Source: an optimization exercise on an open RTL-to-GDS flow (aim: small area). Production flows keep margins and buffers that such runs may drop.
Only simulation tests tie the RTL to the original design; equivalence was not proved.

==> inputs of run R <==
// Systolic_MMU_Top
module Systolic_MMU_Top (
    input  wire        CLK,
    input  wire        ASYNC_RST,
    input  wire        SYNC_RST,
    input  wire        EN,
    input  wire        LOAD,
    input  wire [47:0] Inputs,
    input  wire [7:0]  ShiftAmmount,
    input  wire [7:0]  Z,
    output wire [47:0] Out
);
    wire hold_s = ~EN;                               
    wire load_s = EN & ~SYNC_RST;
    wire load_s_n = ~load_s;
    wire hold_w = ~(EN & (SYNC_RST | LOAD));         
    wire load_w = EN & ~SYNC_RST & LOAD;
    wire hold_c = ~(EN & (SYNC_RST | ~LOAD));        
    wire load_c = EN & ~SYNC_RST & ~LOAD;
    wire hold_c_n = ~hold_c;
    wire load_c_n = ~load_c;
    wire [4:0]  nj;
    wire        nt_zero, nm_full;
    wire [17:0] nm, nh;
    Shift_Decode shift_decode (.ShiftAmmount(ShiftAmmount), .J(nj), .T_zero(nt_zero), .M(nm), .M_full(nm_full), .H(nh));
    reg  [7:0] sk_0_0;
    wire [7:0] sk_0_0_d;
    Hold_Mux sk_0_0_m [7:0] (.q(sk_0_0), .d(Inputs[7:0]), .h(hold_s), .l(load_s), .y(sk_0_0_d));
    always @(posedge CLK or negedge ASYNC_RST)
        if (~ASYNC_RST) sk_0_0 <= 8'd0;
  ...
make LEC_CHECK=0 CAP_MARGIN=20 CORE_MARGIN=2 CORE_UTILIZATION=55 CTS_BUF_LIST=sky130_fd_sc_hd__clkbuf_8 CTS_CLUSTER_DIAMETER=60 CTS_CLUSTER_SIZE=14 SLEW_MARGIN=20 SYNTH_HIERARCHICAL=1 finish   # period 12.0 ns
run.sh (not shown) runs the stock make flow with config.mk's settings and CLKGATE_MAP_FILE= SYNTH_SCRIPT=/design/flow/synth_recipe.tcl, a recipe that flattens the netlist after the stock synthesis.
==> run X (differences from run R) <==
--- a/flow/design.v
+++ b/flow/design.v
@@ -895,17 +895,17 @@
     input  wire [4:0]  J,         
     input  wire        T_zero,    
     input  wire [17:0] M,         
     input  wire        M_full,    
     input  wire [17:0] H,         
     input  wire [7:0]  Z,
     output wire [7:0]  Out
 );
-    wire f4_0, f4_1, f4_2, f4_3, f4_4, f4_5, f4_6, f4_7, f4_8, f4_9, f4_10, f4_11, f4_12, f4_13, f4_14, f4_15, f4_16, f4_17, f4_18, f4_19, f4_20, f4_21, f4_22, f3_0, f3_1, f3_2, f3_3, f3_4, f3_5, f3_6, f3_7, f3_8, f3_9, f3_10, f3_11, f3_12, f3_13, f3_14, f2_0, f2_1, f2_2, f2_3, f2_4, f2_5, f2_6, f2_7, f2_8, f2_9, f2_10, f1_0, f1_1, f1_2, f1_3, f1_4, f1_5, f1_6, f1_7, f1_8, f0_0, f0_1, f0_2, f0_3, f0_4, f0_5, f0_6, f0_7, i_0, i_1, i_2, i_3, i_4, i_5, i_6, i_7;
+    wire f4_0, f4_1, f4_2, f4_3, f4_4, f4_5, f4_6, f4_7, f4_8, f4_9, f4_10, f4_11, f4_12, f4_13, f4_14, f4_15, f4_16, f4_17, f4_18, f4_19, f4_20, f4_21, f4_22, f3_0, f3_1, f3_2, f3_3, f3_4, f3_5, f3_6, f3_7, f3_8, f3_9, f3_10, f3_11, f3_12, f3_13, f3_14, f2_0, f2_1, f2_2, f2_3, f2_4, f2_5, f2_6, f2_7, f2_8, f2_9, f2_10, f1_0, f1_1, f1_2, f1_3, f1_4, f1_5, f1_6, f1_7, f1_8, f0_0, f0_1, f0_2, f0_3, f0_4, f0_5, f0_6, f0_7;
     Gate_NAND2 gf4_0 (.a(In[9]), .b(J[4]), .y(f4_0));
     Gate_NAND2 gf4_1 (.a(In[10]), .b(J[4]), .y(f4_1));
     Gate_NAND2 gf4_2 (.a(In[11]), .b(J[4]), .y(f4_2));
     Gate_NAND2 gf4_3 (.a(In[12]), .b(J[4]), .y(f4_3));
     Gate_NAND2 gf4_4 (.a(In[13]), .b(J[4]), .y(f4_4));
     Gate_NAND2 gf4_5 (.a(In[14]), .b(J[4]), .y(f4_5));
     Gate_NAND2 gf4_6 (.a(In[15]), .b(J[4]), .y(f4_6));
     Gate_MUX2I gf4_7 (.a(In[0]), .b(In[16]), .s(J[4]), .y(f4_7));
@@ -962,64 +962,107 @@
     Gate_MUX2I gf0_0 (.a(f1_0), .b(f1_1), .s(J[0]), .y(f0_0));
     Gate_MUX2I gf0_1 (.a(f1_1), .b(f1_2), .s(J[0]), .y(f0_1));
     Gate_MUX2I gf0_2 (.a(f1_2), .b(f1_3), .s(J[0]), .y(f0_2));
     Gate_MUX2I gf0_3 (.a(f1_3), .b(f1_4), .s(J[0]), .y(f0_3));
     Gate_MUX2I gf0_4 (.a(f1_4), .b(f1_5), .s(J[0]), .y(f0_4));
     Gate_MUX2I gf0_5 (.a(f1_5), .b(f1_6), .s(J[0]), .y(f0_5));
     Gate_MUX2I gf0_6 (.a(f1_6), .b(f1_7), .s(J[0]), .y(f0_6));
     Gate_MUX2I gf0_7 (.a(f1_7), .b(f1_8), .s(J[0]), .y(f0_7));
-    Gate_INV gi_0 (.a(f0_0), .y(i_0));
-    Gate_INV gi_1 (.a(f0_1), .y(i_1));
-    Gate_INV gi_2 (.a(f0_2), .y(i_2));
-    Gate_INV gi_3 (.a(f0_3), .y(i_3));
-    Gate_INV gi_4 (.a(f0_4), .y(i_4));
-    Gate_INV gi_5 (.a(f0_5), .y(i_5));
-    Gate_INV gi_6 (.a(f0_6), .y(i_6));
-    Gate_INV gi_7 (.a(f0_7), .y(i_7));
-    wire [7:0]  tl  = T_zero ? 8'd0 : {i_7, i_6, i_5, i_4, i_3, i_2, i_1, i_0};
-    wire z10 = ~|(In & M);
-    wire o10 = M_full & (&(In | ~M));
-    wire t18 = |(In & H);
-    wire t7  = tl[7];
-    wire [7:0] lo = {1'b0, tl[6:0]} + {1'b0, Z[6:0]};
-    wire c7  = lo[7];
-    wire u7  = t7 ^ Z[7] ^ c7;
-    wire d_zero  = (Z[7] == c7);
-    wire d_plus  = c7 & ~Z[7];
-    wire d_minus = Z[7] & ~c7;
-    wire in_range = (d_zero  & ((z10 & ~t18 & ~t7) | (o10 & t18 & t7))) |
-                    (d_plus  & o10 & t18) |
-                    (d_minus & z10 & ~t18);
-    wire wrap = (d_plus & ~t18 & o10 & t7) | (d_minus & t18 & z10 & ~t7);
-    wire neg = t18 ^ wrap;
-    assign Out = in_range ? {u7, lo[6:0]} : (neg ? 8'h80 : 8'h7f);
+    wire [7:0] tl;    
+    Gate_NOR2 gtl0 (.a(f0_0), .b(T_zero), .y(tl[0]));
+    Gate_NOR2 gtl1 (.a(f0_1), .b(T_zero), .y(tl[1]));
+    Gate_NOR2 gtl2 (.a(f0_2), .b(T_zero), .y(tl[2]));
+    Gate_NOR2 gtl3 (.a(f0_3), .b(T_zero), .y(tl[3]));
+    Gate_NOR2 gtl4 (.a(f0_4), .b(T_zero), .y(tl[4]));
+    Gate_NOR2 gtl5 (.a(f0_5), .b(T_zero), .y(tl[5]));
+    Gate_NOR2 gtl6 (.a(f0_6), .b(T_zero), .y(tl[6]));
+    Gate_NOR2 gtl7 (.a(f0_7), .b(T_zero), .y(tl[7]));
+    wire z10, o10, t18;
+    Norm_Flags flags (.In(In), .M(M), .M_full(M_full), .H(H), .z10(z10), .o10(o10), .t18(t18));
+    wire [6:0] lo;
+    wire [7:0] cy;
+    HA ad0 (.a(tl[0]), .b(Z[0]), .s(lo[0]), .co(cy[1]));
+    FA ad [5:0] (.a(tl[6:1]), .b(Z[6:1]), .c(cy[6:1]), .s(lo[6:1]), .co(cy[7:2]));
+    wire c7 = cy[7];
+    wire t7 = tl[7];
+    wire u7x, u7;
+    Gate_XOR2 x7a (.a(t7), .b(Z[7]), .y(u7x));
+    Gate_XOR2 x7b (.a(u7x), .b(c7), .y(u7));
+    wire in_range, sat_lo, sat_hi;
+    Norm_Range range (.z10(z10), .o10(o10), .t18(t18), .t7(t7), .c7(c7), .z7(Z[7]),
+                      .in_range(in_range), .sat_lo(sat_lo), .sat_hi(sat_hi));
+    Gate_A21O go [6:0] (.a1(lo), .a2(in_range), .b(sat_lo), .y(Out[6:0]));
+    Gate_A21O go7 (.a1(u7), .a2(in_range), .b(sat_hi), .y(Out[7]));
 endmodule
 module Shift_Decode (
     input  wire [7:0]  ShiftAmmount,
     output wire [4:0]  J,
     output wire        T_zero,
     output wire [17:0] M,
     output wire        M_full,
     output wire [17:0] H
 );
-    wire signed [7:0] s = ShiftAmmount;
+    wire [27:0] le, gt;
+    Shift_Thermometer therm (.s(ShiftAmmount), .le(le));
+    Gate_INV ginv [27:0] (.a(le), .y(gt));
     wire [7:0] j7 = 8'd7 - ShiftAmmount;
-    assign T_zero = (s >= 8'sd8);
-    assign J      = (s <= -8'sd18) ? 5'd25 : j7[4:0];
-    assign M_full = (s <= 8'sd8);
+    wire signed [7:0] s = ShiftAmmount;
+    wire far_right = (s <= -8'sd18);
+    assign J      = far_right ? 5'd25 : j7[4:0];
+    assign T_zero = gt[16];                   
+    assign M_full = le[17];                   
     genvar m;
     generate
         for (m = 0; m < 17; m = m + 1) begin : g_mask
-            assign M[m] = (s <= 17 - m) && (s >= 8 - m);
-            assign H[m] = (s == 18 - m);
+            Gate_NOR2 gm (.a(gt[26 - m]), .b(le[16 - m]), .y(M[m]));
+            Gate_NOR2 gh (.a(gt[27 - m]), .b(le[26 - m]), .y(H[m]));
+        end
+    endgenerate
+    assign M[17] = le[9];                     
+    assign H[17] = le[10];                    
+endmodule
+module Shift_Thermometer (input wire signed [7:0] s, output wire [27:0] le);
+    genvar i;
+    generate
+        for (i = 0; i < 28; i = i + 1) begin : g_le
+            assign le[i] = (s <= i - 9);
         end
     endgenerate
-    assign M[17] = (s <= 8'sd0);
-    assign H[17] = (s <= 8'sd1);
+endmodule
+module Norm_Flags (
+    input  wire [17:0] In,
+    input  wire [17:0] M,
+    input  wire        M_full,
+    input  wire [17:0] H,
+    output wire        z10,
+    output wire        o10,
+    output wire        t18
+);
+    assign z10 = ~|(In & M);
+    assign o10 = M_full & (&(In | ~M));
+    assign t18 = |(In & H);
+endmodule
+module Norm_Range (
+    input  wire z10, input wire o10, input wire t18, input wire t7,
+    input  wire c7, input wire z7,
+    output wire in_range,
+    output wire sat_lo,      
+    output wire sat_hi       
+);
+    wire d_zero  = (z7 == c7);
+    wire d_plus  = c7 & ~z7;
+    wire d_minus = z7 & ~c7;
+    assign in_range = (d_zero  & ((z10 & ~t18 & ~t7) | (o10 & t18 & t7))) |
+                      (d_plus  & o10 & t18) |
+                      (d_minus & z10 & ~t18);
+    wire wrap = (d_plus & ~t18 & o10 & t7) | (d_minus & t18 & z10 & ~t7);
+    wire neg = t18 ^ wrap;
+    assign sat_lo = ~in_range & ~neg;
+    assign sat_hi = ~in_range & neg;
 endmodule
 module Gate_MUX2I (input wire a, input wire b, input wire s, output wire y);
     assign y = ~(s ? b : a);
 endmodule
 module Gate_ANDN (input wire a, input wire b, output wire y);
     assign y = a & ~b;
 endmodule
 module Gate_ORN (input wire a, input wire b, output wire y);
- CTS_BUF_LIST: sky130_fd_sc_hd__clkbuf_8 -> sky130_fd_sc_hd__clkbuf_16
- CTS_CLUSTER_DIAMETER: 60 -> 100
- CTS_CLUSTER_SIZE: 14 -> 30
==> flow_metrics.tcl <==
set metrics [dict create \
    outcome "finished clean" \
    die_x_um 484 \
    crit_top_cell "mux2i_1" \
    finalClockSkew_ns 0.0552 \
    crit_chain "clkdlybuf4s50_1, buf_4, inv_1, ha_1, nand2b_4, buf_12, mux2i_1, mux2i_1, mux2i_1, mux2i_1, mux2i_1, inv_1, nor2b_1, ha_1, a21o_1, a21oi_1, nand2_1, a21oi_1, inv_1, ha_1, a21oi_1, o31ai_4, mux2i_1, clkdlybuf4s50_1" \
    dp_slack_ns 0.734 \
    area_delta_synth_final_pct 7.90 \
    relSlewSlack 0.221 \
    startpoint "ShiftAmmount[3]" \
    rows 176 \
    p_leak_nw 54.1 \
    via_per_inst 5.96 \
    multi_input_area_share 0.611 \
    inverters_excl_clock 290 \
    path_clk_slew_ns 0.10 \
]
the above is filed under run R

==> flow_metrics.tcl <==
set metrics [dict create \
    outcome "finished clean" \
    inverters_excl_clock 265 \
    rows 174 \
    startpoint "ShiftAmmount[4]" \
    finalClockSkew_ns 0.0473 \
    via_per_inst 6.00 \
    path_clk_slew_ns 0.11 \
    p_leak_nw 52.3 \
    multi_input_area_share 0.611 \
    die_x_um 481 \
    area_delta_synth_final_pct 7.31 \
    h-tree-depth 3 \
    dp_slack_ns 0.222 \
    relSlewSlack 0.196 \
    crit_top_cell "fa_1" \
]
the above is filed under run X

what the ideal ports hide:
How much do the figures lean on ideal ports? The routed layouts below were timed once more, with nothing changed but the port constraints.
Step 1 sets driving cells, clkbuf_16 on the clock port and buf_2 on the other inputs (assumed; they add their load-dependent delay and slew).
Step 2, shift: input delay + t, output delay - t, t = (earliest + latest rising clock arrival at the registers) / 2. This alone moves slack from input paths to output paths.
Three values: ideal ports, drivers, drivers and shift; two values: the first two.
run | t (ns) | setup WS [ns] | hold WS [ns] | worst setup path at the end | latest minus earliest clock arrival (ns)
run R | 1.080 | 0.715 / 0.686 / 0.686 | 0.462 / 0.462 / 0.462 | input to output | 0.068 / 0.068
run X | 0.842 | 0.309 / 0.282 / 0.282 | 0.483 / 0.483 / 0.483 | input to output | 0.067 / 0.066
After both steps every run listed still meets setup and hold. For run R, which loses most, drivers alone change the setup slack by -0.029 ns; drivers and shift together by -0.029 ns.
